Context: an optimization exercise on an open-source flow, tuned for small area, a short achievable clock period and few clock cycles per item. The choices shown serve that exercise and are no tape-out recipe.
At most, simulation tests tie the RTL to the original design; equivalence was not proved.
No functional check of the RTL was part of runs 2 and 3.
Power is estimated from default activity; no workload was simulated.

[flow/design.v]
module mult_s1(
    input [7:0] a,
    input [7:0] b,
    output [22:0] e
    );
    wire t1 = (a[0] & b[6]) ^ (a[1] & b[5]);
    wire t2 = (a[0] & b[6]) & (a[1] & b[5]);
    wire t3 = (a[0] & b[7]) ^ (a[1] & b[6]) ^ (a[2] & b[5]);
    wire t4 = ((a[0] & b[7]) & (a[1] & b[6])) | ((a[0] & b[7]) & (a[2] & b[5])) | ((a[1] & b[6]) & (a[2] & b[5]));
    wire t5 = (a[3] & b[4]) ^ (a[4] & b[3]);
    wire t6 = (a[3] & b[4]) & (a[4] & b[3]);
    wire t7 = (a[1] & b[7]) ^ (a[2] & b[6]) ^ (a[3] & b[5]);
    wire t8 = ((a[1] & b[7]) & (a[2] & b[6])) | ((a[1] & b[7]) & (a[3] & b[5])) | ((a[2] & b[6]) & (a[3] & b[5]));
    wire t9 = (a[4] & b[4]) ^ (a[5] & b[3]);
    wire t10 = (a[4] & b[4]) & (a[5] & b[3]);
    wire t11 = (a[2] & b[7]) ^ (a[3] & b[6]) ^ (a[4] & b[5]);
    wire t12 = ((a[2] & b[7]) & (a[3] & b[6])) | ((a[2] & b[7]) & (a[4] & b[5])) | ((a[3] & b[6]) & (a[4] & b[5]));
    wire t13 = (a[0] & b[4]) ^ (a[1] & b[3]);
    wire t14 = (a[0] & b[4]) & (a[1] & b[3]);
    wire t15 = (a[0] & b[5]) ^ (a[1] & b[4]) ^ (a[2] & b[3]);
    wire t16 = ((a[0] & b[5]) & (a[1] & b[4])) | ((a[0] & b[5]) & (a[2] & b[3])) | ((a[1] & b[4]) & (a[2] & b[3]));
    wire t17 = (a[3] & b[2]) ^ (a[4] & b[1]);
    wire t18 = (a[3] & b[2]) & (a[4] & b[1]);
    wire t19 = (a[2] & b[4]) ^ (a[3] & b[3]) ^ (a[4] & b[2]);
    wire t20 = ((a[2] & b[4]) & (a[3] & b[3])) | ((a[2] & b[4]) & (a[4] & b[2])) | ((a[3] & b[3]) & (a[4] & b[2]));
    wire t21 = (a[5] & b[1]) ^ (a[6] & b[0]) ^ t1;
    wire t22 = ((a[5] & b[1]) & (a[6] & b[0])) | ((a[5] & b[1]) & t1) | ((a[6] & b[0]) & t1);
    wire t23 = (a[5] & b[2]) ^ (a[6] & b[1]) ^ (a[7] & b[0]);
    wire t24 = ((a[5] & b[2]) & (a[6] & b[1])) | ((a[5] & b[2]) & (a[7] & b[0])) | ((a[6] & b[1]) & (a[7] & b[0]));
    wire t25 = t2 ^ t5 ^ t3;
    wire t26 = (t2 & t5) | (t2 & t3) | (t5 & t3);
    wire t27 = (a[6] & b[2]) ^ (a[7] & b[1]) ^ t6;
    wire t28 = ((a[6] & b[2]) & (a[7] & b[1])) | ((a[6] & b[2]) & t6) | ((a[7] & b[1]) & t6);
    wire t29 = t9 ^ t4 ^ t7;
    wire t30 = (t9 & t4) | (t9 & t7) | (t4 & t7);
    wire t31 = (a[5] & b[4]) ^ (a[6] & b[3]) ^ (a[7] & b[2]);
    wire t32 = ((a[5] & b[4]) & (a[6] & b[3])) | ((a[5] & b[4]) & (a[7] & b[2])) | ((a[6] & b[3]) & (a[7] & b[2]));
    wire t33 = t10 ^ t8 ^ t11;
    wire t34 = (t10 & t8) | (t10 & t11) | (t8 & t11);
    wire t35 = (a[3] & b[7]) ^ (a[4] & b[6]) ^ (a[5] & b[5]);
    wire t36 = ((a[3] & b[7]) & (a[4] & b[6])) | ((a[3] & b[7]) & (a[5] & b[5])) | ((a[4] & b[6]) & (a[5] & b[5]));
    wire t37 = (a[6] & b[4]) ^ (a[7] & b[3]) ^ t12;
    wire t38 = ((a[6] & b[4]) & (a[7] & b[3])) | ((a[6] & b[4]) & t12) | ((a[7] & b[3]) & t12);
    wire t39 = (a[4] & b[7]) ^ (a[5] & b[6]) ^ (a[6] & b[5]);
    wire t40 = ((a[4] & b[7]) & (a[5] & b[6])) | ((a[4] & b[7]) & (a[6] & b[5])) | ((a[5] & b[6]) & (a[6] & b[5]));
    wire t41 = (a[0] & b[3]) ^ (a[1] & b[2]);
    wire t42 = (a[0] & b[3]) & (a[1] & b[2]);
    wire t43 = (a[2] & b[2]) ^ (a[3] & b[1]) ^ (a[4] & b[0]);
    wire t44 = ((a[2] & b[2]) & (a[3] & b[1])) | ((a[2] & b[2]) & (a[4] & b[0])) | ((a[3] & b[1]) & (a[4] & b[0]));
    wire t45 = (a[5] & b[0]) ^ t14 ^ t17;
    wire t46 = ((a[5] & b[0]) & t14) | ((a[5] & b[0]) & t17) | (t14 & t17);
    wire t47 = t18 ^ t16 ^ t19;
    wire t48 = (t18 & t16) | (t18 & t19) | (t16 & t19);
    wire t49 = t20 ^ t23 ^ t22;
    wire t50 = (t20 & t23) | (t20 & t22) | (t23 & t22);
    wire t51 = t24 ^ t27 ^ t26;
    wire t52 = (t24 & t27) | (t24 & t26) | (t27 & t26);
    wire t53 = t31 ^ t28 ^ t30;
    wire t54 = (t31 & t28) | (t31 & t30) | (t28 & t30);
    wire t55 = t32 ^ t35 ^ t37;
    wire t56 = (t32 & t35) | (t32 & t37) | (t35 & t37);
    wire t57 = (a[7] & b[4]) ^ t36 ^ t39;
    wire t58 = ((a[7] & b[4]) & t36) | ((a[7] & b[4]) & t39) | (t36 & t39);
    wire t59 = (a[5] & b[7]) ^ (a[6] & b[6]) ^ (a[7] & b[5]);
    wire t60 = ((a[5] & b[7]) & (a[6] & b[6])) | ((a[5] & b[7]) & (a[7] & b[5])) | ((a[6] & b[6]) & (a[7] & b[5]));
    wire t61 = (a[0] & b[2]) ^ (a[1] & b[1]);
    wire t62 = (a[0] & b[2]) & (a[1] & b[1]);
    wire t63 = (a[2] & b[1]) ^ (a[3] & b[0]) ^ t41;
    wire t64 = ((a[2] & b[1]) & (a[3] & b[0])) | ((a[2] & b[1]) & t41) | ((a[3] & b[0]) & t41);
    wire t65 = t42 ^ t13 ^ t43;
    wire t66 = (t42 & t13) | (t42 & t43) | (t13 & t43);
    wire t67 = t44 ^ t15 ^ t45;
    wire t68 = (t44 & t15) | (t44 & t45) | (t15 & t45);
    wire t69 = t46 ^ t21 ^ t47;
    wire t70 = (t46 & t21) | (t46 & t47) | (t21 & t47);
    wire t71 = t48 ^ t25 ^ t49;
    wire t72 = (t48 & t25) | (t48 & t49) | (t25 & t49);
    wire t73 = t29 ^ t50 ^ t51;
    wire t74 = (t29 & t50) | (t29 & t51) | (t50 & t51);
    wire t75 = t33 ^ t52 ^ t53;
    wire t76 = (t33 & t52) | (t33 & t53) | (t52 & t53);
    wire t77 = t34 ^ t54 ^ t55;
    wire t78 = (t34 & t54) | (t34 & t55) | (t54 & t55);
    wire t79 = t38 ^ t57 ^ t56;
    wire t80 = (t38 & t57) | (t38 & t56) | (t57 & t56);
    wire t81 = t40 ^ t59 ^ t58;
    wire t82 = (t40 & t59) | (t40 & t58) | (t59 & t58);
    wire t83 = (a[6] & b[7]) ^ (a[7] & b[6]) ^ t60;
    wire t84 = ((a[6] & b[7]) & (a[7] & b[6])) | ((a[6] & b[7]) & t60) | ((a[7] & b[6]) & t60);
    wire t85 = (a[0] & b[1]) ^ (a[1] & b[0]);
    wire t86 = (a[0] & b[1]) & (a[1] & b[0]);
    wire t87 = t61 ^ (a[2] & b[0]) ^ t86;
    wire t88 = (t61 & (a[2] & b[0])) | (t61 & t86) | ((a[2] & b[0]) & t86);
    wire t89 = t62 ^ t63 ^ t88;
    wire t90 = (t62 & t63) | (t62 & t88) | (t63 & t88);
    wire t91 = t64 ^ t65 ^ t90;
    wire t92 = (t64 & t65) | (t64 & t90) | (t65 & t90);
    wire t93 = t66 ^ t67 ^ t92;
    wire t94 = (t66 & t67) | (t66 & t92) | (t67 & t92);
    assign e[0] = t85;
    assign e[1] = t87;
    assign e[2] = t89;
    assign e[3] = t91;
    assign e[4] = t93;
    assign e[5] = t68;
    assign e[6] = t69;
    assign e[7] = t70;
    assign e[8] = t71;
    assign e[9] = t72;
    assign e[10] = t73;
    assign e[11] = t74;
    assign e[12] = t75;
    assign e[13] = t76;
    assign e[14] = t77;
    assign e[15] = t78;
    assign e[16] = t79;
    assign e[17] = t80;
    assign e[18] = t81;
    assign e[19] = t82;
    assign e[20] = t83;
    assign e[21] = t84;
    assign e[22] = t94;
endmodule
module mult_s2(
    input [7:0] a,
    input [7:0] b,
    input [22:0] e,
    output [15:0] x
    );
    assign x[0] = (a[0] & b[0]);
    assign x[1] = e[0];
    assign x[2] = e[1];
    assign x[3] = e[2];
    assign x[4] = e[3];
    assign x[5] = e[4];
    assign x[6] = e[5] ^ e[6] ^ e[22];
    wire c1 = (e[5] & e[6]) | (e[5] & e[22]) | (e[6] & e[22]);
    assign x[7] = e[7] ^ e[8] ^ c1;
    wire c2 = (e[7] & e[8]) | (e[7] & c1) | (e[8] & c1);
    assign x[8] = e[9] ^ e[10] ^ c2;
    wire c3 = (e[9] & e[10]) | (e[9] & c2) | (e[10] & c2);
    assign x[9] = e[11] ^ e[12] ^ c3;
    wire c4 = (e[11] & e[12]) | (e[11] & c3) | (e[12] & c3);
    assign x[10] = e[13] ^ e[14] ^ c4;
    wire c5 = (e[13] & e[14]) | (e[13] & c4) | (e[14] & c4);
    assign x[11] = e[15] ^ e[16] ^ c5;
    wire c6 = (e[15] & e[16]) | (e[15] & c5) | (e[16] & c5);
    assign x[12] = e[17] ^ e[18] ^ c6;
    wire c7 = (e[17] & e[18]) | (e[17] & c6) | (e[18] & c6);
    assign x[13] = e[19] ^ e[20] ^ c7;
    wire c8 = (e[19] & e[20]) | (e[19] & c7) | (e[20] & c7);
    assign x[14] = e[21] ^ (a[7] & b[7]) ^ c8;
    wire c9 = (e[21] & (a[7] & b[7])) | (e[21] & c8) | ((a[7] & b[7]) & c8);
    assign x[15] = c9;
endmodule
`timescale 1ns / 1ps
module kadai4 (
    input CLK,
    input RST,
    input [7:0] A,
    input [7:0] B,
    input ACK,
    input START,
    input HALT,
    output [15:0] X,
    output X_VALID,
    output REQ_AB
);
reg [15:0] r0, r1, r2, r3, r4, r5, r6, r7;
reg [22:0] e;
reg inp;             
reg outp;            
reg req;             
reg [2:0] cnt;       
reg [2:0] w;         
reg req_o;           
reg vld;             
reg req_m;           
wire abort = RST | HALT;
wire acc = req & ACK;
wire [22:0] part;
wire [15:0] prod;
mult_s1 ml1 (
    .a(r5[15:8]),
    .b(r5[7:0]),
    .e(part)
);
mult_s2 ml2 (
    .a(r6[15:8]),
    .b(r6[7:0]),
    .e(e),
    .x(prod)
);
always @(posedge CLK) begin
    r0 <= (req_m & ACK) ? {A, B} : r6;
    r1 <= r0;
    r2 <= r1;
    r3 <= r2;
    r4 <= r3;
    r5 <= r4;
    r6 <= r5;
    e <= part;
    r7 <= prod;
end
wire idle = !inp && !outp;
wire cnt7 = (cnt == 3'd7);
wire [2:0] cnt_up = cnt + 3'd1;
wire [2:0] cnt_hold = idle ? 3'd0 : outp ? cnt_up : cnt;
wire [2:0] cnt_acc = idle ? 3'd0 : (outp || req) ? cnt_up : cnt;
wire req_nack = !abort && (inp ? (!req && w == 3'd1) : (idle && START));
wire req_ack = !abort && (inp ? (req ? !cnt7 : w == 3'd1) : (idle && START));
wire last = inp && req && cnt7;
wire inp_nack = !abort && (inp || (idle && START));
wire inp_ack = inp_nack && !last;
wire outp_nack = !abort && outp && !cnt7;
wire outp_ack = !abort && ((outp && !cnt7) || last);
always @(posedge CLK) begin
    cnt <= ACK ? cnt_acc : cnt_hold;
    w <= (req && !ACK) ? 3'd6 : w - 3'd1;
    req <= ACK ? req_ack : req_nack;
    inp <= ACK ? inp_ack : inp_nack;
    outp <= ACK ? outp_ack : outp_nack;
    req_o <= !abort && (inp ? (acc ? !cnt7 : (!req && w == 3'd1)) : (!outp && START));
    vld <= !abort && (inp ? (acc && cnt7) : (outp && !cnt7));
    req_m <= !abort && (inp ? (req_m ? (ACK && !cnt7) : w == 3'd1) : (!outp && START));
end
assign X = r7;
assign X_VALID = vld;
assign REQ_AB = req_o;
endmodule    
[flow/flow/run.sh]
#!/bin/bash
# The standard layout, with Yosys's full-adder extraction left out (the adder
# trees are mapped by ABC from plain gates instead of sky130 fa/ha cells),
# plain buffers on the ports, and no dummy loads in the clock tree.
set -euo pipefail
bash standard.sh ADDER_MAP_FILE= \
  "BUFFER_PORTS_ARGS=-buffer_cell sky130_fd_sc_hd__buf_2" \
  "CTS_ARGS=-sink_clustering_enable -repair_clock_nets -dont_use_dummy_load -sink_clustering_size 30 -sink_clustering_max_diameter 100 -buf_list sky130_fd_sc_hd__clkbuf_8" \
  finish > flow.log 2>&1
[flow/standard.sh]
#!/bin/bash
# synth_recipe.tcl (not shown) runs the flow's synth.tcl, then flattens the netlist and writes it again
# the make line also repeats each setting of config.mk as NAME=value (left out here)
make -C /OpenROAD-flow-scripts/flow DESIGN_CONFIG=/design/flow/config.mk WORK_HOME=/design/flow/orfs CLKGATE_MAP_FILE= SYNTH_SCRIPT=/design/flow/synth_recipe.tcl "${@:-finish}"
[flow/config.mk]
export PLATFORM = sky130hd
export DESIGN_NAME = kadai4
export DESIGN_NICKNAME = kadai4
export VERILOG_FILES = /design/flow/design.v
export SDC_FILE = /design/flow/constraint.sdc
export NUM_CORES = 4
export LEC_CHECK = 0
export ABC_AREA = 1
export ABC_CLOCK_PERIOD_IN_PS = 2000
export CAP_MARGIN = 20
export CORE_MARGIN = 2
export CORE_UTILIZATION = 40
export CTS_BUF_LIST = sky130_fd_sc_hd__clkbuf_8
export CTS_CLUSTER_DIAMETER = 100
export CTS_CLUSTER_SIZE = 30
export SETUP_SLACK_MARGIN = 3.0
export SLEW_MARGIN = 20
[flow/constraint.sdc]
create_clock -name core_clock -period 5.0 [get_ports {CLK}]
set_input_delay 1.0000 -clock core_clock [delete_from_list [all_inputs] [get_ports {CLK}]]
set_output_delay 1.0000 -clock core_clock [all_outputs]
set_load 0.01 [all_outputs]
==> results.txt, run 1 <==
Static Leak 2.87 nW; min Tclk post-route 1.88 ns; r2r startpoint r5[7]$_DFF_P_; slew margin rel. 0.652; share of layout cells above drive strength 1 0.136; GRT met3 Usage 0.0351; sequential cell area 3310 sq um; Setup TNS 0 ns; Yosys top cell by area dfxtp_1; Post-Syn Instances 663; IO Count 39; Crit. End Element primary output; Crit path arrival time 0.88 ns; P per Cell Area 388 nW/um^2; Pint 1.84 mW; slowest stage delay, CP ~0.32 ns; Via density 4.36; via count 3831; Clock power frac 0.280; antenna violation net count after detailed routing 0; Hold Crit Endpoint r7[2]$_DFF_P_; distinct cell type count after synthesis 31; pre-CTS WS 2.48 ns; Global Route met2 Usage 0.193; synthesized area 5690 sq um; Routability Congestion 0.829; fin cells roughly 880; DRC Markers 0; Final period util 0.376; Comb power frac 0.085; HP Class register to register; worst-case clock buffer depth 2; clock latency on the worst-skew pair ~0.45 ns; largest net degree at the start of global routing 18; WL/cell 9.88 microns; sw frac 0.238; peak fanout along the critical path 1; worst hold path startpoint e[1]$_DFF_P_; RSZ-0062 raised after global routing true; Max-Cap Viols 0; Die X 123 microns; fin area between 6000 and 7000 sq um; nets 722; post-CTS setup buffer count 0; Max Freq about 530 MHz; Detail Placement HPWL 6.36 mm; CP bufs+invs 1; CP Launch Type register; DR iter-0 viols 159; Buffers on Ports 38; Min Hold Slack 0.318 ns; Initial Util 0.410; H-tree lvl count 4; number of global-route vias before repair 3444; gr busiest metal met2; die height 123 microns; Reg2Reg Depth 12; CTS buffer count 17; crit-path leading delay family flip-flops; Seq/Total Area, Yosys 0.579; CTS tree yes; Clock Skew 0.0288 ns; synth warn 1; multi-input combinational cell area 2100 sq um; share of the synthesized area in the top cell type 0.563; Syn-to-layout area delta 9.42%; Total Wirelength between 8 and 9 mm; antenna violations before repair 0; final setup fails 0; post-synthesis net count between 600 and 700; ranking of synthesized cells by area dfxtp_1 (56%), nand2_1 (17%), xor2_1 (4.8%); Worst Path Required 4.00 ns; worst IR drop on VDD 246 uV; Power, Total 2.41 mW; fill cell count 1393; Core ar. 13900 sq um; crit path kind register to primary output; Tightest Pin Transition between 0.5 and 0.6 ns; TritonRoute pass-1 iters 4; Worst Slack Setup Final a little over 3 ns; final hold vios 0; row cnt 43; outcome no timing/DRC/antenna violations; Worst Hold Depth 0; clock sinks 163; Area after DPL 5970 sq um; Final Slew Violations 0; All-Layer GR Usage 0.127; r2r endpoint e[12]$_DFF_P_; Reg power frac 0.636; Avg Inst Size Synth ~8.6 sq um; Yosys reg bits 163; Core Util, Final 0.448; Slowest-stage cell, CP dfxtp_1; P_sw around 0.57 mW; GR Overflow Total 0; die area between 15000 and 20000 sq um; hold_buf cts 0; R2R Setup Slk approximately 3.2 ns; critical path, cell by cell buf_2; clk root buf clkbuf_8; first-pass GRT wire length 14.8 mm; Placed Instances 862; met1 Usage GRT 0.160; Worst-path clk slew 0.08 ns; n_diodes 0
-- power groups by stage --
stage / clock (mW) / combinational (mW) / sequential (mW)
final: 0.676 / 0.204 / 1.53
after global placement: 0 / 0.200 / 1.55
after CTS: 0.707 / 0.207 / 1.53
after global routing: 0.764 / 0.235 / 1.55
after detailed placement: 0 / 0.206 / 1.56
after floorplan: 0 / 0.194 / 1.52
-- Yosys cell counts, drive strengths merged --
| cell type | number |
|---|---|
| a211oi | 1 |
| a21boi | 1 |
| a21o | 5 |
| a21oi | 12 |
| buf | 16 |
| clkbuf | 3 |
| clkinv | 1 |
| dfxtp | 160 |
| edfxtp | 3 |
| inv | 41 |
| nand2 | 269 |
| nand3 | 12 |
| nand3b | 2 |
| nand4 | 5 |
| nor2 | 38 |
| nor3 | 3 |
| o21ai | 28 |
| or2 | 14 |
| xnor2 | 17 |
| xor2 | 32 |
-- cells in the final DEF (no fill, tap or decap), types with 7 or more instances in the layout --
master | Yosys | routed
nand2_2 | 11 | 13
o21ai_1 | 10 | 10
or2_1 | 7 | 7
a21oi_1 | 10 | 10
xor2_1 | 31 | 31
nor2_1 | 37 | 37
dfxtp_1 | 160 | 148
o21ai_0 | 17 | 17
nand2_1 | 258 | 256
xnor2_1 | 17 | 17
dfxtp_2 | 0 | 12
clkbuf_8 | 0 | 17
nand3_1 | 12 | 12
buf_2 | 6 | 38
inv_1 | 39 | 39
-- how the worst max path moves through the flow --
stage | startpoint | endpoint | slack (ns) | depth (start not counted)
2_1_floorplan | ACK | r0[10]$_DFF_P_ | 3.21 | 5
3_3_place_gp | ACK | req_m$_DFF_P_ | 2.54 | 5
3_5_place_dp | ACK | req_m$_DFF_P_ | 2.48 | 5
4_1_cts | r5[3]$_DFF_P_ | e[12]$_DFF_P_ | 3.07 | 10
5_1_grt | r5[8]$_DFF_P_ | e[12]$_DFF_P_ | 2.95 | 12
6_report | r7[0]$_DFF_P_ | X[0] | 3.12 | 1
-- what timing repair did --
action                     CTS  global route
gates resized for setup      1            14
pin swaps                    0             0
setup endpoints to repair    1            13
-- routing by layer --
layer / part of all wire / wire length, microns
met1: 0.50 / 4320
met2: 0.43 / 3760
met3: 0.040 / 348
met4: 0.029 / 254
met5: 0 / 0
-- cell type report --
type / instances / share of cell area
Tap cell: 180 / 0.0362
Multi-Input combinational cell: 439 / 0.338
Timing Repair Buffer: 38 / 0.0306
Inverter: 42 / 0.0255
Clock buffer: 17 / 0.0376
Sequential cell: 163 / 0.532
-- flip-flops by register name, summed over array words and instances, names as in the netlist --
name and cells:
req_m 1, r4 16, cnt 3, vld 1, req 1, r7 16
inp 1, r3 16, r6 16, r2 16, outp 1, req_o 1
r5 16, r1 16, w 3, r0 16, e 23
-- kinds of logic after synthesis --
family | Yosys count | synth area share
flops | 163 | 0.579
simple gates | 343 | 0.246
buf+inv | 61 | 0.0515
compound gates | 47 | 0.0464
xor+xnor | 49 | 0.0768
Testbench counts, summed over its fixed seeds: cycles 3,264, items 1,536.
==> run 2: changes to the inputs <==
--- a/flow/design.v
+++ b/flow/design.v
@@ -2,5 +2,5 @@
     input [7:0] a,
     input [7:0] b,
-    output [22:0] e
+    output [23:0] e
     );
     wire t1 = (a[0] & b[6]) ^ (a[1] & b[5]);
@@ -96,34 +96,33 @@
     wire t91 = t64 ^ t65 ^ t90;
     wire t92 = (t64 & t65) | (t64 & t90) | (t65 & t90);
-    wire t93 = t66 ^ t67 ^ t92;
-    wire t94 = (t66 & t67) | (t66 & t92) | (t67 & t92);
     assign e[0] = t85;
     assign e[1] = t87;
     assign e[2] = t89;
     assign e[3] = t91;
-    assign e[4] = t93;
-    assign e[5] = t68;
-    assign e[6] = t69;
-    assign e[7] = t70;
-    assign e[8] = t71;
-    assign e[9] = t72;
-    assign e[10] = t73;
-    assign e[11] = t74;
-    assign e[12] = t75;
-    assign e[13] = t76;
-    assign e[14] = t77;
-    assign e[15] = t78;
-    assign e[16] = t79;
-    assign e[17] = t80;
-    assign e[18] = t81;
-    assign e[19] = t82;
-    assign e[20] = t83;
-    assign e[21] = t84;
-    assign e[22] = t94;
+    assign e[4] = t66;
+    assign e[5] = t67;
+    assign e[6] = t68;
+    assign e[7] = t69;
+    assign e[8] = t70;
+    assign e[9] = t71;
+    assign e[10] = t72;
+    assign e[11] = t73;
+    assign e[12] = t74;
+    assign e[13] = t75;
+    assign e[14] = t76;
+    assign e[15] = t77;
+    assign e[16] = t78;
+    assign e[17] = t79;
+    assign e[18] = t80;
+    assign e[19] = t81;
+    assign e[20] = t82;
+    assign e[21] = t83;
+    assign e[22] = t84;
+    assign e[23] = t92;
 endmodule
 module mult_s2(
     input [7:0] a,
     input [7:0] b,
-    input [22:0] e,
+    input [23:0] e,
     output [15:0] x
     );
@@ -133,24 +132,25 @@
     assign x[3] = e[2];
     assign x[4] = e[3];
-    assign x[5] = e[4];
-    assign x[6] = e[5] ^ e[6] ^ e[22];
-    wire c1 = (e[5] & e[6]) | (e[5] & e[22]) | (e[6] & e[22]);
-    assign x[7] = e[7] ^ e[8] ^ c1;
-    wire c2 = (e[7] & e[8]) | (e[7] & c1) | (e[8] & c1);
-    assign x[8] = e[9] ^ e[10] ^ c2;
-    wire c3 = (e[9] & e[10]) | (e[9] & c2) | (e[10] & c2);
-    assign x[9] = e[11] ^ e[12] ^ c3;
-    wire c4 = (e[11] & e[12]) | (e[11] & c3) | (e[12] & c3);
-    assign x[10] = e[13] ^ e[14] ^ c4;
-    wire c5 = (e[13] & e[14]) | (e[13] & c4) | (e[14] & c4);
-    assign x[11] = e[15] ^ e[16] ^ c5;
-    wire c6 = (e[15] & e[16]) | (e[15] & c5) | (e[16] & c5);
-    assign x[12] = e[17] ^ e[18] ^ c6;
-    wire c7 = (e[17] & e[18]) | (e[17] & c6) | (e[18] & c6);
-    assign x[13] = e[19] ^ e[20] ^ c7;
-    wire c8 = (e[19] & e[20]) | (e[19] & c7) | (e[20] & c7);
-    assign x[14] = e[21] ^ (a[7] & b[7]) ^ c8;
-    wire c9 = (e[21] & (a[7] & b[7])) | (e[21] & c8) | ((a[7] & b[7]) & c8);
-    assign x[15] = c9;
+    assign x[5] = e[4] ^ e[5] ^ e[23];
+    wire c1 = (e[4] & e[5]) | (e[4] & e[23]) | (e[5] & e[23]);
+    assign x[6] = e[6] ^ e[7] ^ c1;
+    wire c2 = (e[6] & e[7]) | (e[6] & c1) | (e[7] & c1);
+    assign x[7] = e[8] ^ e[9] ^ c2;
+    wire c3 = (e[8] & e[9]) | (e[8] & c2) | (e[9] & c2);
+    assign x[8] = e[10] ^ e[11] ^ c3;
+    wire c4 = (e[10] & e[11]) | (e[10] & c3) | (e[11] & c3);
+    assign x[9] = e[12] ^ e[13] ^ c4;
+    wire c5 = (e[12] & e[13]) | (e[12] & c4) | (e[13] & c4);
+    assign x[10] = e[14] ^ e[15] ^ c5;
+    wire c6 = (e[14] & e[15]) | (e[14] & c5) | (e[15] & c5);
+    assign x[11] = e[16] ^ e[17] ^ c6;
+    wire c7 = (e[16] & e[17]) | (e[16] & c6) | (e[17] & c6);
+    assign x[12] = e[18] ^ e[19] ^ c7;
+    wire c8 = (e[18] & e[19]) | (e[18] & c7) | (e[19] & c7);
+    assign x[13] = e[20] ^ e[21] ^ c8;
+    wire c9 = (e[20] & e[21]) | (e[20] & c8) | (e[21] & c8);
+    assign x[14] = e[22] ^ (a[7] & b[7]) ^ c9;
+    wire c10 = (e[22] & (a[7] & b[7])) | (e[22] & c9) | ((a[7] & b[7]) & c9);
+    assign x[15] = c10;
 endmodule
 `timescale 1ns / 1ps
@@ -168,5 +168,5 @@
 );
 reg [15:0] r0, r1, r2, r3, r4, r5, r6, r7;
-reg [22:0] e;
+reg [23:0] e;
 reg inp;             
 reg outp;            
@@ -179,5 +179,5 @@
 wire abort = RST | HALT;
 wire acc = req & ACK;
-wire [22:0] part;
+wire [23:0] part;
 wire [15:0] prod;
 mult_s1 ml1 (
==> results.txt, run 2 <==
outcome no timing/DRC/antenna violations; Slowest-stage cell, CP dfxtp_1; Power, Total 2.42 mW; CP bufs+invs 1; Clock Skew between 0.02 and 0.025 ns; Total Wirelength 8.76 mm; most frequent cells in the layout nand2_1 (245), dfxtp_1 (152), inv_1 (44); die height 123 microns; CTS buffer count 17; Initial Util 0.410; Static Leak approximately 2.9 nW; Top FF cell, synth dfxtp_1; P per Cell Area 387 nW/um^2; Post-Syn Instances 664; clk root buf clkbuf_8; hold_buf cts 0; All-Layer GR Usage 0.131; ranking of synthesized cells by area dfxtp_1 (57%), nand2_1 (16%), xor2_1 (5.5%); RSZ-0062 raised after global routing false; most frequent cells after synthesis nand2_1 (245), dfxtp_1 (161), inv_1 (44); Tightest Pin Transition 0.522 ns; die area 15200 sq um; synthesized area 5690 sq um; IO Count 39; Post-synth EDFFs 3; CP Launch Type register; Largest register FFs 24; via count 3828; Yosys top cell by area dfxtp_1; post-CTS setup buffer count 0; n_diodes 0; distinct cell type count after synthesis 30; Setup TNS 0 ns; Routability Congestion 0.829; TritonRoute pass-1 iters 4; CTS tree yes; DRC Markers 0; critical path, cell by cell buf_2; peak fanout along the critical path 1; clock sinks 164; final setup fails 0; Crit. End Element primary output; first-pass GRT wire length ~15 mm; DR iter-0 viols 122; Crit path arrival time 0.89 ns; Biggest register e; HP Class register to register; worst IR drop on VDD 187 uV; WL/cell between 9 and 10 microns; slowest stage delay, CP 0.33 ns; final hold vios 0; commonest non-fill, non-tap cell in the layout nand2_1; GR Overflow Total 0; crit path kind register to primary output; worst-case clock buffer depth 2; number of global-route vias before repair 3473; Seq/Total Area, Yosys 0.582; synth warn 1; largest net degree at the start of global routing 18; Max-Cap Viols 0; clock latency on the worst-skew pair between 0.4 and 0.5 ns; share of layout cells above drive strength 1 0.141; Worst-path clk slew 0.07 ns; crit-path leading delay family flip-flops; Core ar. 13900 sq um; fill cell count 1390; H-tree lvl count 4; Worst Path Required 4.00 ns; count leader, synth nand2_1; post-synthesis net count 685; antenna violation net count after detailed routing 0; Die X 123 microns; Async SR Flop Fraction 0; Yosys reg bits 164; antenna violations before repair 0; Max Freq roughly 530 MHz; Final period util 0.378; share of the synthesized area in the top cell type 0.566; nets around 720; Final Slew Violations 0; Buffers on Ports 38; min Tclk post-route 1.89 ns; row cnt between 40 and 50; Via density 4.35; Detail Placement HPWL 6.52 mm; Syn-to-layout area delta 9.83%; slew margin rel. 0.651; Avg Inst Size Synth 8.57 sq um
-- run 2: cell families after synthesis --
kind of cell	Yosys count	synth area share
compound gates	54	0.0547
xor+xnor	48	0.0752
buf+inv	66	0.0497
flops	164	0.582
simple gates	332	0.238
-- run 2: per-stage QoR --
step           hold WS, ns  instances  cell area, sq um  worst slack, ns   util
2_1_floorplan        0.310        664              5690             3.21      -
3_3_place_gp         0.310        864              6000             2.56  0.432
3_5_place_dp         0.312        864              6000             2.49  0.432
4_1_cts              0.318        881              6240             3.09  0.449
5_1_grt              0.328        881              6250             3.01  0.450
6_report             0.315        881              6250             3.11  0.450
-- run 2: path summary, 6_finish.rpt --
path	startpoint	end	slack (ns)	cells after the start
worst max-delay path	r7[0]$_DFF_P_	X[0]	3.11	1
worst min register to register	r1[6]$_DFF_P_	r2[6]$_DFF_P_	0.32	0
worst min-delay path	r1[6]$_DFF_P_	r2[6]$_DFF_P_	0.32	0
worst max register to register	r5[4]$_DFF_P_	e[15]$_DFF_P_	3.16	9
-- run 2: report_power, final --
part | total, mW | internal, mW | switching (mW) | leakage, nW
sequential | 1.54 | 1.46 | 0.0787 | 1.36
clock | 0.678 | 0.299 | 0.378 | 0.122
combinational | 0.206 | 0.0880 | 0.118 | 1.41
-- run 2: cell type report --
class,instances,area [sq um],area share
inverters,48,181,0.0290
repair buffers,38,190,0.0304
flip-flops and latches,164,3320,0.532
clock buffers,17,234,0.0374
well taps,180,225,0.0360
multi-input cells,434,2090,0.335
-- run 2: what timing repair did --
item	in CTS	in global routing
endpoints found under the hold margin	0	0
setup endpoints to repair	1	5
pin swaps	0	0
gates resized for setup	1	9
-- run 2: worst register-to-register path, stage by stage (launching register included) --
cell and delay [ns]:
dfxtp_1 0.58, nand2_1 0.17, o21ai_2 0.15, xor2_1 0.15
inv_1 0.06, or2_1 0.22, nand2_1 0.09, a21oi_1 0.05
nand2b_1 0.15, xor2_1 0.13
-- run 2: layer usage --
metal  vias to the layer above  part of all wire  global-route usage
li1                       2094                 -                   -
met1                      1661              0.48               0.162
met2                        56              0.46               0.203
met3                        17             0.040              0.0457
met4                         0             0.021              0.0639
met5                         -                 0                   0
==> run 3: changes to the inputs <==
--- a/flow/design.v
+++ b/flow/design.v
@@ -132,25 +132,82 @@
     assign x[3] = e[2];
     assign x[4] = e[3];
-    assign x[5] = e[4] ^ e[5] ^ e[23];
-    wire c1 = (e[4] & e[5]) | (e[4] & e[23]) | (e[5] & e[23]);
-    assign x[6] = e[6] ^ e[7] ^ c1;
-    wire c2 = (e[6] & e[7]) | (e[6] & c1) | (e[7] & c1);
-    assign x[7] = e[8] ^ e[9] ^ c2;
-    wire c3 = (e[8] & e[9]) | (e[8] & c2) | (e[9] & c2);
-    assign x[8] = e[10] ^ e[11] ^ c3;
-    wire c4 = (e[10] & e[11]) | (e[10] & c3) | (e[11] & c3);
-    assign x[9] = e[12] ^ e[13] ^ c4;
-    wire c5 = (e[12] & e[13]) | (e[12] & c4) | (e[13] & c4);
-    assign x[10] = e[14] ^ e[15] ^ c5;
-    wire c6 = (e[14] & e[15]) | (e[14] & c5) | (e[15] & c5);
-    assign x[11] = e[16] ^ e[17] ^ c6;
-    wire c7 = (e[16] & e[17]) | (e[16] & c6) | (e[17] & c6);
-    assign x[12] = e[18] ^ e[19] ^ c7;
-    wire c8 = (e[18] & e[19]) | (e[18] & c7) | (e[19] & c7);
-    assign x[13] = e[20] ^ e[21] ^ c8;
-    wire c9 = (e[20] & e[21]) | (e[20] & c8) | (e[21] & c8);
-    assign x[14] = e[22] ^ (a[7] & b[7]) ^ c9;
-    wire c10 = (e[22] & (a[7] & b[7])) | (e[22] & c9) | ((a[7] & b[7]) & c9);
-    assign x[15] = c10;
+    wire s5 = e[4] ^ e[5] ^ e[23];
+    wire g5 = (e[4] & e[5]) | (e[4] & e[23]) | (e[5] & e[23]);
+    wire p5 = 1'b0;
+    wire s6 = e[6] ^ e[7];
+    wire g6 = e[6] & e[7];
+    wire p6 = e[6] | e[7];
+    wire s7 = e[8] ^ e[9];
+    wire g7 = e[8] & e[9];
+    wire p7 = e[8] | e[9];
+    wire s8 = e[10] ^ e[11];
+    wire g8 = e[10] & e[11];
+    wire p8 = e[10] | e[11];
+    wire s9 = e[12] ^ e[13];
+    wire g9 = e[12] & e[13];
+    wire p9 = e[12] | e[13];
+    wire s10 = e[14] ^ e[15];
+    wire g10 = e[14] & e[15];
+    wire p10 = e[14] | e[15];
+    wire s11 = e[16] ^ e[17];
+    wire g11 = e[16] & e[17];
+    wire p11 = e[16] | e[17];
+    wire s12 = e[18] ^ e[19];
+    wire g12 = e[18] & e[19];
+    wire p12 = e[18] | e[19];
+    wire s13 = e[20] ^ e[21];
+    wire g13 = e[20] & e[21];
+    wire p13 = e[20] | e[21];
+    wire s14 = e[22] ^ (a[7] & b[7]);
+    wire g14 = e[22] & (a[7] & b[7]);
+    wire p14 = e[22] | (a[7] & b[7]);
+    wire s15 = 1'b0 ^ 1'b0;
+    wire g15 = 1'b0 & 1'b0;
+    wire p15 = 1'b0 | 1'b0;
+    wire G1 = g6 | (p6 & g5);
+    wire P1 = p6 & p5;
+    wire G2 = g8 | (p8 & g7);
+    wire P2 = p8 & p7;
+    wire G3 = g10 | (p10 & g9);
+    wire P3 = p10 & p9;
+    wire G4 = g12 | (p12 & g11);
+    wire P4 = p12 & p11;
+    wire G5 = g14 | (p14 & g13);
+    wire P5 = p14 & p13;
+    wire G6 = g7 | (p7 & G1);
+    wire P6 = p7 & P1;
+    wire G7 = G2 | (P2 & G1);
+    wire P7 = P2 & P1;
+    wire G8 = g11 | (p11 & G3);
+    wire P8 = p11 & P3;
+    wire G9 = G4 | (P4 & G3);
+    wire P9 = P4 & P3;
+    wire G10 = g15 | (p15 & G5);
+    wire P10 = p15 & P5;
+    wire G11 = g9 | (p9 & G7);
+    wire P11 = p9 & P7;
+    wire G12 = G3 | (P3 & G7);
+    wire P12 = P3 & P7;
+    wire G13 = G8 | (P8 & G7);
+    wire P13 = P8 & P7;
+    wire G14 = G9 | (P9 & G7);
+    wire P14 = P9 & P7;
+    wire G15 = g13 | (p13 & G14);
+    wire P15 = p13 & P14;
+    wire G16 = G5 | (P5 & G14);
+    wire P16 = P5 & P14;
+    wire G17 = G10 | (P10 & G14);
+    wire P17 = P10 & P14;
+    assign x[5] = s5;
+    assign x[6] = s6 ^ g5;
+    assign x[7] = s7 ^ G1;
+    assign x[8] = s8 ^ G6;
+    assign x[9] = s9 ^ G7;
+    assign x[10] = s10 ^ G11;
+    assign x[11] = s11 ^ G12;
+    assign x[12] = s12 ^ G13;
+    assign x[13] = s13 ^ G14;
+    assign x[14] = s14 ^ G15;
+    assign x[15] = s15 ^ G16;
 endmodule
 `timescale 1ns / 1ps
@@ -176,5 +233,4 @@
 reg req_o;           
 reg vld;             
-reg req_m;           
 wire abort = RST | HALT;
 wire acc = req & ACK;
@@ -193,5 +249,5 @@
 );
 always @(posedge CLK) begin
-    r0 <= (req_m & ACK) ? {A, B} : r6;
+    r0 <= acc ? {A, B} : r6;
     r1 <= r0;
     r2 <= r1;
@@ -221,7 +277,23 @@
     inp <= ACK ? inp_ack : inp_nack;
     outp <= ACK ? outp_ack : outp_nack;
-    req_o <= !abort && (inp ? (acc ? !cnt7 : (!req && w == 3'd1)) : (!outp && START));
-    vld <= !abort && (inp ? (acc && cnt7) : (outp && !cnt7));
-    req_m <= !abort && (inp ? (req_m ? (ACK && !cnt7) : w == 3'd1) : (!outp && START));
+    if (abort) begin
+        req_o <= 1'b0;
+        vld <= 1'b0;
+    end else if (inp) begin
+        if (acc) begin
+            if (cnt7) begin
+                req_o <= 1'b0;
+                vld <= 1'b1;
+            end
+        end else if (req_o) begin
+            req_o <= 1'b0;
+        end else if (w == 3'd1) begin
+            req_o <= 1'b1;
+        end
+    end else if (outp) begin
+        if (cnt7) vld <= 1'b0;
+    end else if (START) begin
+        req_o <= 1'b1;
+    end
 end
 assign X = r7;
==> results.txt, run 3 <==
CTS buffer count 17; antenna violations before repair 0; hold_buf cts 0; most frequent cells in the layout nand2_1 (324), dfxtp_1 (159), inv_1 (79); ranking of synthesized cells by area dfxtp_1 (51%), nand2_1 (19%), inv_1 (4.8%); distinct cell type count after synthesis 35; crit path kind register to primary output; worst-case clock buffer depth 2; commonest non-fill, non-tap cell in the layout nand2_1; die area 16700 sq um; Crit path arrival time approximately 0.9 ns; critical path, cell by cell buf_2; Crit. End Element primary output; Yosys reg bits 163; All-Layer GR Usage 0.129; most frequent cells after synthesis nand2_1 (325), dfxtp_1 (160), inv_1 (80); final setup fails 0; Async SR Flop Fraction 0; sequential cell area 3290 sq um; R2R Setup Slk around 3.2 ns; Post-synth EDFFs 3; number of global-route vias before repair 3758; Yosys top cell by area dfxtp_1; GR Overflow Total 0; synthesized area 6260 sq um; Avg Inst Size Synth 7.76 sq um; row cnt 45; via count between 4000 and 5000; Post-Syn Instances 807; first-pass GRT wire length 16.9 mm; count leader, synth nand2_1; outcome no timing/DRC/antenna violations; share of the synthesized area in the top cell type 0.511; Worst Path Required 4.00 ns; post-synthesis net count 828; Seq/Total Area, Yosys 0.526; Core ar. between 15000 and 20000 sq um; slowest stage delay, CP 0.34 ns; Min Hold Slack 0.323 ns; H-tree lvl count 4; Tightest Pin Transition 0.571 ns; Via density roughly 4.3; IO Count 39; final hold vios 0; Max Freq 529 MHz; share of layout cells above drive strength 1 0.137; fill cell count 1560; clk root buf clkbuf_8; Slowest-stage cell, CP dfxtp_2; min Tclk post-route 1.89 ns; Clock Skew 0.0259 ns; die height 129 microns; WL/cell ~9.5 microns; CP Launch Type register; CP bufs+invs 1; slew margin rel. 0.619; n_diodes 0; Largest register FFs 24; synth warn 1; Final Slew Violations 0; worst IR drop on VDD around 230 uV; Setup TNS 0 ns; Syn-to-layout area delta 9.09%; Detail Placement HPWL 7.50 mm; TritonRoute pass-1 iters 4; Total Wirelength roughly 10 mm; DRC Markers 0; clock sinks 163; Static Leak 3.63 nW; RSZ-0062 raised after global routing false; Initial Util 0.410; P per Cell Area between 300 and 400 nW/um^2; Die X 129 microns; Top FF cell, synth dfxtp_1; Max-Cap Viols 0; nets 870; largest net degree at the start of global routing 20; Final period util 0.378; Biggest register e; HP Class register to register; antenna violation net count after detailed routing 0; peak fanout along the critical path 3; Worst-path clk slew roughly 0.070 ns; clock latency on the worst-skew pair between 0.4 and 0.5 ns; Buffers on Ports 38; crit-path leading delay family flip-flops; DR iter-0 viols 244; CTS tree yes; Routability Congestion 0.821; multi-input combinational cell area ~2500 sq um
## run 3: changes by cell type after synthesis, moves of 7 or more
cell,previous run,this run
nand2_1,245,325
inv_1,44,80
o21ai_1,9,2
nand3_1,12,53
xor2_1,36,14
nand2_2,17,26
buf_2,10,3
o21ai_0,19,9
## run 3: area by class of cell
type,instances,area share
tap,211,0.0386
clock buffer,17,0.0342
inverter,90,0.0500
multi-input combinational,536,0.364
timing repair inverter,1,0.000733
sequential,163,0.482
timing repair buffer,40,0.0300
## run 3: worst paths after layout
check,from,to,cells past startpoint
worst max-delay path,req_o$_SDFFE_PN0P_,REQ_AB,1
worst min register to register,e[1]$_DFF_P_,r7[2]$_DFF_P_,0
worst min-delay path,e[1]$_DFF_P_,r7[2]$_DFF_P_,0
worst max register to register,r5[6]$_DFF_P_,e[13]$_DFF_P_,11
## run 3: where the power goes
group | leakage (nW) | switching [mW] | internal, mW
Combinational | 2.15 | 0.190 | 0.126
Clock | 0.122 | 0.370 | 0.299
Sequential | 1.36 | 0.0897 | 1.47
## run 3: layer usage
| metal | share of wire | wire [microns] | global-route usage |
|---|---|---|---|
| met5 | 0 | 0 | 0 |
| met4 | 0.012 | 119 | 0.0499 |
| met3 | 0.035 | 355 | 0.0409 |
| met2 | 0.42 | 4230 | 0.191 |
| met1 | 0.53 | 5330 | 0.176 |
## run 3: what timing repair did
| item | in CTS | in global routing |
|---|---|---|
| setup endpoints to repair | 1 | 2 |
| resized for setup | 2 | 1 |
| cloned | 1 | 0 |
| buffers inserted | 0 | 2 |
## run 3: through the flow
step	util	instances	area [sq um]	setup WS, ns	total power, mW
2_1_floorplan	-	807	6260	3.11	1.83
3_3_place_gp	0.431	1038	6570	2.48	1.89
3_5_place_dp	0.431	1038	6570	2.41	1.90
4_1_cts	0.447	1056	6820	3.03	2.59
5_1_grt	0.448	1058	6830	3.00	2.70
6_report	0.448	1058	6830	3.11	2.54
## run 3: logic make-up (layout without fill, tap and decap cells)
family,after synthesis,in the layout,synth area share
buffers and inverters,108,148,0.0773
AOI/OAI and AO/OA,33,33,0.0304
DFF,163,163,0.526
and+or+nand+nor,477,477,0.328
xor gates and xnor gates,26,26,0.0388

==> port drivers added, routing unchanged <==
No port has a modelled driver above. Below, the same layouts with a new extraction and two added sets of constraints. Step 1: set_driving_cell puts a clkbuf_16 on CLK and a buf_2 on each other input, an assumption about the parent block. Step 2 times the ports against the registers' clock, not the clock port: input delays grow and output delays shrink by t, the midpoint of the rising clock arrivals with the driver on. a / b / c = ideal ports / drivers / drivers and shift; a / b = the first two.
run | t (ns) | setup WS [ns] | cell pins on the clock port's net
run 1 | 0.464 | 3.118 / 3.086 / 2.758 | 1
run 2 | 0.468 | 3.108 / 3.074 / 2.754 | 1
run 3 | 0.456 | 3.109 / 3.074 / 2.809 | 1
After both steps every run listed still meets setup and hold. For run 1, which loses most, drivers alone change the setup slack by -0.032 ns; drivers and shift together by -0.360 ns.
